Source: an optimization exercise on an open RTL-to-GDS flow (aim: small area and a short achievable clock period). Production flows keep margins and buffers that such runs may drop.
In this exercise RTL edits were held to simulation tests only and were not proved equivalent to the original.

// fractal
module fractal(
input Clk_100M, reset,
input [15:0]startX,  
input [15:0]startY,
input [15:0]stepX,  
input [15:0]stepY,
output [7:0] divOut,
output [18:0] addr_w,
output wire display,
output wire wea
    );
Size: roughly 3900 cells after synthesis, roughly 95 I/O pins, ~0.037 mm2 of cells after synthesis.
==> module fractal, before the edit <==
module fractal(
input Clk_100M, reset,
input [15:0]startX,  
input [15:0]startY,
input [15:0]stepX,  
input [15:0]stepY,
output [7:0] divOut,
output [18:0] addr_w,
output wire display,
output wire wea
    );
reg [2:0]  cc;
reg [9:0]  colCount;
reg [8:0]  rowCount;
reg        tempGo;
reg [15:0] xRegTemp;      
reg [15:0] yRegTemp;      
reg [15:0] sX, sY;        
reg [15:0] xReg1;         
reg [15:0] yReg1;
reg [18:0] currAddr;
wire load = (cc == 3'd5);
reg [1:0] colBits, rowBits;
always @(*) begin
	case (cc[1:0])
		2'd0:    begin colBits = colCount[3:2]; rowBits = rowCount[3:2]; end
		2'd1:    begin colBits = colCount[5:4]; rowBits = rowCount[5:4]; end
		2'd2:    begin colBits = colCount[7:6]; rowBits = rowCount[7:6]; end
		default: begin colBits = colCount[9:8]; rowBits = {1'b0, rowCount[8]}; end
	endcase
end
wire [15:0] newX = startX + xRegTemp;
wire [15:0] newY = startY + yRegTemp;
always @(posedge Clk_100M) begin
	if (reset) begin
		cc       <= 3'd0;
		colCount <= 10'h3ff;
		rowCount <= 9'd0;
		tempGo   <= 1'b0;
		xRegTemp <= 16'd0;
		yRegTemp <= 16'd0;
		xReg1    <= 16'd0;
		yReg1    <= 16'd0;
		currAddr <= 19'd0;
	end else begin
		cc <= load ? 3'd0 : cc + 3'd1;
		if (load) begin
			xReg1    <= newX;
			yReg1    <= newY;
			xRegTemp <= stepX * colCount[1:0];
			yRegTemp <= stepY * rowCount[1:0];
			currAddr <= (colCount == 10'd0 && rowCount == 9'd0) ? 19'd0 : currAddr + 19'd1;
			if (colCount == 10'd639)
				tempGo <= 1'b1;
		end else if (!cc[2]) begin
			xRegTemp <= xRegTemp + sX * colBits;
			yRegTemp <= yRegTemp + sY * rowBits;
		end
		if (cc == 3'd4) begin
			if (colCount == 10'd639) begin
				colCount <= 10'd0;
				rowCount <= (rowCount == 9'd479) ? 9'd0 : rowCount + 9'd1;
			end else begin
				colCount <= colCount + 10'd1;
			end
		end
	end
end
always @(posedge Clk_100M) begin
	if (reset) begin
		sX <= 16'd0;
		sY <= 16'd0;
	end else begin
		sX <= load ? {stepX[13:0], 2'b00} : {sX[13:0], 2'b00};
		sY <= load ? {stepY[13:0], 2'b00} : {sY[13:0], 2'b00};
	end
end
assign addr_w  = currAddr;
assign display = tempGo;
assign wea     = 1'b1;
function inrange;
	input [15:0] v;
	inrange = (v[15:13] == 3'b000) | (v[15:13] == 3'b111) | (v == 16'h2000);
endfunction
reg [15:0] mx, my;
reg [14:0] pxn, pyn;      
reg        mAcc;          
reg        eB;            
reg [2:0]  mIdx;          
reg        first;         
wire        uBig;
wire [15:0] unx, uny;
diverge_pipe step(.X(mx[14:0]), .Y(my[14:0]), .Xp(~pxn), .Yp(~pyn), .cx(xReg1), .cy(yReg1),
	.big(uBig), .nx(unx), .ny(uny));
wire        mEsc   = mAcc | (eB & ~first);           
wire        mRange = ~inrange(mx) | ~inrange(my);     
always @(posedge Clk_100M) begin
	first <= load;
	eB    <= uBig;
	if (load) begin
		mx   <= newX;
		my   <= newY;
		pxn  <= ~newX[14:0];
		pyn  <= ~newY[14:0];
		mAcc <= 1'b0;
	end else begin
		mx   <= unx;
		my   <= uny;
		pxn  <= ~unx[14:0];
		pyn  <= ~uny[14:0];
		mAcc <= mEsc | mRange;
		if (!mEsc) mIdx <= cc;
	end
end
reg [15:0] cxT, cyT;      
reg [15:0] dIn;
reg [15:0] tA;            
reg [27:0] acc;
reg        tEsc;          
reg [2:0]  tIdx;
reg        bD;            
reg        resEsc;
reg [2:0]  resIdx;
reg        outEsc;
reg [2:0]  outIdx;
reg        accOn;         
reg        selX;          
reg        selU;          
always @(posedge Clk_100M) begin
	accOn <= (cc == 3'd0) | (cc == 3'd3);
	selX  <= (cc == 3'd0);
	selU  <= (cc == 3'd1);
end
wire [15:0] sqIn  = {selU ? dIn[15] : dIn[14], dIn[14:0]};
wire [27:0] e1;
wire [15:0] e2;
diverge_tail tail(.a(sqIn), .acc1(accOn ? acc : 28'hbff_ffff), .acc2(acc),
	.c(selX ? cxT : cyT), .e1(e1), .e2(e2));
wire        tBig = ~e1[27];
always @(posedge Clk_100M) begin
	acc <= e1;
	dIn <= load ? unx : tA;
	if (load)
		tA <= uny;
	else if (cc == 3'd0)
		tA <= {dIn[14], dIn[14:0]} - {tA[14], tA[14:0]};
	else
		tA <= e2;
	if (load) begin
		cxT <= xReg1;
		cyT <= yReg1;
	end
	bD <= tBig;
	case (cc)
		3'd5: begin
			tEsc   <= mEsc | mRange;
			tIdx   <= mEsc ? mIdx : 3'd5;
			resEsc <= tEsc | bD;
			resIdx <= tIdx;
		end
		3'd0: begin
			if (!(tEsc | eB)) tIdx <= 3'd6;
			tEsc <= tEsc | eB | ~inrange(dIn) | ~inrange(tA);
		end
		3'd2: begin
			tEsc <= tEsc | bD;
		end
		3'd3: begin
			if (!tEsc) tIdx <= 3'd7;
			tEsc <= tEsc | ~inrange(dIn) | ~inrange(tA);
		end
		default: ;
	endcase
	if (cc == 3'd3) begin
		outEsc <= resEsc;
		outIdx <= resIdx;
	end
end
assign divOut = outEsc ? {5'd0, outIdx} : 8'd100;
endmodule
==> flow/config.mk <==
export PLATFORM = sky130hd
export DESIGN_NAME = fractal
export DESIGN_NICKNAME = fractal
export VERILOG_FILES = /design/flow/design.v
export SDC_FILE = /design/flow/constraint.sdc
export NUM_CORES = 4
export LEC_CHECK = 0
export CAP_MARGIN = 20
export CORE_MARGIN = 2
export CORE_UTILIZATION = 45
export SETUP_SLACK_MARGIN = 5.0
export SLEW_MARGIN = 20
==> flow/constraint.sdc <==
create_clock -name core_clock -period 11.0 [get_ports {Clk_100M}]
set_input_delay 2.2000 -clock core_clock [delete_from_list [all_inputs] [get_ports {Clk_100M}]]
set_output_delay 2.2000 -clock core_clock [all_outputs]
set_load 0.01 [all_outputs]
standard.sh (not shown) runs the stock make flow with config.mk's settings and CLKGATE_MAP_FILE= SYNTH_SCRIPT=/design/flow/synth_recipe.tcl, a recipe that flattens the netlist after the stock synthesis.
==> flow/flow/run.sh <==
#!/bin/bash
# Layout flow: the standard flow (standard.sh) with one change to synthesis.
# Yosys's synth normally runs "abc -fast" before ORFS extracts full adders
# (extract_fa); abc restructures the adder trees first, and the adders it
# leaves are found with mixed polarities, which puts an inverter between many
# pairs of full-adder cells. Here the adders are extracted before "abc -fast".
# Everything else (registers, flattening, renaming, the rest of ORFS) is the
# standard flow.
set -euo pipefail
cd "$(dirname "$0")/.."
{
  cat <<'TCL'
proc synth {args} {
  if {[lsearch -exact $args "fine:"] >= 0} {
    yosys synth -nofsm -noshare -noabc {*}$args
    yosys extract_fa
    yosys abc -fast
    yosys opt -fast
  } else {
    yosys synth -nofsm -noshare {*}$args
  }
}
TCL
  tail -n +2 synth_recipe.tcl
} > flow/fa_synth.tcl
sed "s#$PWD/synth_recipe.tcl#$PWD/flow/fa_synth.tcl#g" standard.sh > flow/fa_standard.sh
grep -q fa_synth.tcl flow/fa_standard.sh
bash flow/fa_standard.sh > flow_make.log 2>&1
Rerun with:
--- a/flow/design.v
+++ b/flow/design.v
@@ -1699,47 +1699,41 @@
 function inrange;
 	input [15:0] v;
 	inrange = (v[15:13] == 3'b000) | (v[15:13] == 3'b111) | (v == 16'h2000);
 endfunction
 reg [15:0] mx, my;
 reg [14:0] pxn, pyn;      
-reg        mAcc;          
-reg        eB;            
+reg        mEsc;          
 reg [2:0]  mIdx;          
-reg        first;         
 wire        uBig;
 wire [15:0] unx, uny;
 diverge_pipe step(.X(mx[14:0]), .Y(my[14:0]), .Xp(~pxn), .Yp(~pyn), .cx(xReg1), .cy(yReg1),
 	.big(uBig), .nx(unx), .ny(uny));
-wire        mEsc   = mAcc | (eB & ~first);           
-wire        mRange = ~inrange(mx) | ~inrange(my);     
+wire        uOut = uBig | ~inrange(mx) | ~inrange(my);
 always @(posedge Clk_100M) begin
-	first <= load;
-	eB    <= uBig;
 	if (load) begin
 		mx   <= newX;
 		my   <= newY;
 		pxn  <= ~newX[14:0];
 		pyn  <= ~newY[14:0];
-		mAcc <= 1'b0;
+		mEsc <= 1'b0;
 	end else begin
 		mx   <= unx;
 		my   <= uny;
 		pxn  <= ~unx[14:0];
 		pyn  <= ~uny[14:0];
-		mAcc <= mEsc | mRange;
+		mEsc <= mEsc | uOut;
 		if (!mEsc) mIdx <= cc;
 	end
 end
 reg [15:0] cxT, cyT;      
 reg [15:0] dIn;
 reg [15:0] tA;            
 reg [27:0] acc;
-reg        tEsc;          
+reg        tEsc;
 reg [2:0]  tIdx;
-reg        bD;            
 reg        resEsc;
 reg [2:0]  resIdx;
 reg        outEsc;
 reg [2:0]  outIdx;
 reg        accOn;         
 reg        selX;          
@@ -1765,31 +1759,32 @@
 	else
 		tA <= e2;
 	if (load) begin
 		cxT <= xReg1;
 		cyT <= yReg1;
 	end
-	bD <= tBig;
 	case (cc)
 		3'd5: begin
-			tEsc   <= mEsc | mRange;
-			tIdx   <= mEsc ? mIdx : 3'd5;
-			resEsc <= tEsc | bD;
-			resIdx <= tIdx;
+			tEsc <= mEsc | uOut;
+			tIdx <= mEsc ? mIdx : 3'd5;
 		end
 		3'd0: begin
-			if (!(tEsc | eB)) tIdx <= 3'd6;
-			tEsc <= tEsc | eB | ~inrange(dIn) | ~inrange(tA);
+			if (!tEsc) tIdx <= 3'd6;
+			tEsc <= tEsc | ~inrange(dIn) | ~inrange(tA);
 		end
-		3'd2: begin
-			tEsc <= tEsc | bD;
+		3'd1: begin
+			tEsc <= tEsc | tBig;
 		end
 		3'd3: begin
 			if (!tEsc) tIdx <= 3'd7;
 			tEsc <= tEsc | ~inrange(dIn) | ~inrange(tA);
 		end
+		3'd4: begin
+			resEsc <= tEsc | tBig;
+			resIdx <= tIdx;
+		end
 		default: ;
 	endcase
 	if (cc == 3'd3) begin
 		outEsc <= resEsc;
 		outIdx <= resIdx;
 	end
=>
- cell area is about the same
- register-to-register slack gets better by 0.02 ns
- critical path depth fell by 1
- utilization fell by 0.49 points
- global-route usage fell by 0.75 points
- cell count rose by about 0.4%
- routed wire length fell by about 3%
- worst hold slack gets worse by 0.021 ns
- die area rose by about 0.43%
- non-clock buffer count rose by 8
- fmax stays flat

==> port drivers added, routing unchanged <==
Ports are ideal in the flow. The routed layouts listed here were re-timed in OpenROAD.
Step 1 sets driving cells, clkbuf_16 on the clock port and buf_2 on the other inputs (assumed; they add their load-dependent delay and slew).
Step 2 adds t to the input delays and takes it off the output delays; t is the mean of the earliest and latest rising clock arrival at the registers after step 1. Input paths then give back, and output paths get back, about the clock's delay inside the block.
Three values: ideal, step 1, step 2; two values: the first two.
run | t (ns) | slack for setup (ns) | worst setup path at the end | clock arrival spread, ns | worst slew at a driven data input, ns
the first run | 0.666 | 5.070 / 5.070 / 5.070 | register to register | 0.030 / 0.030 | 0.11
the second run | 0.636 | 5.087 / 5.087 / 5.087 | register to register | 0.024 / 0.024 | 0.12
After both steps every run listed still meets setup and hold.
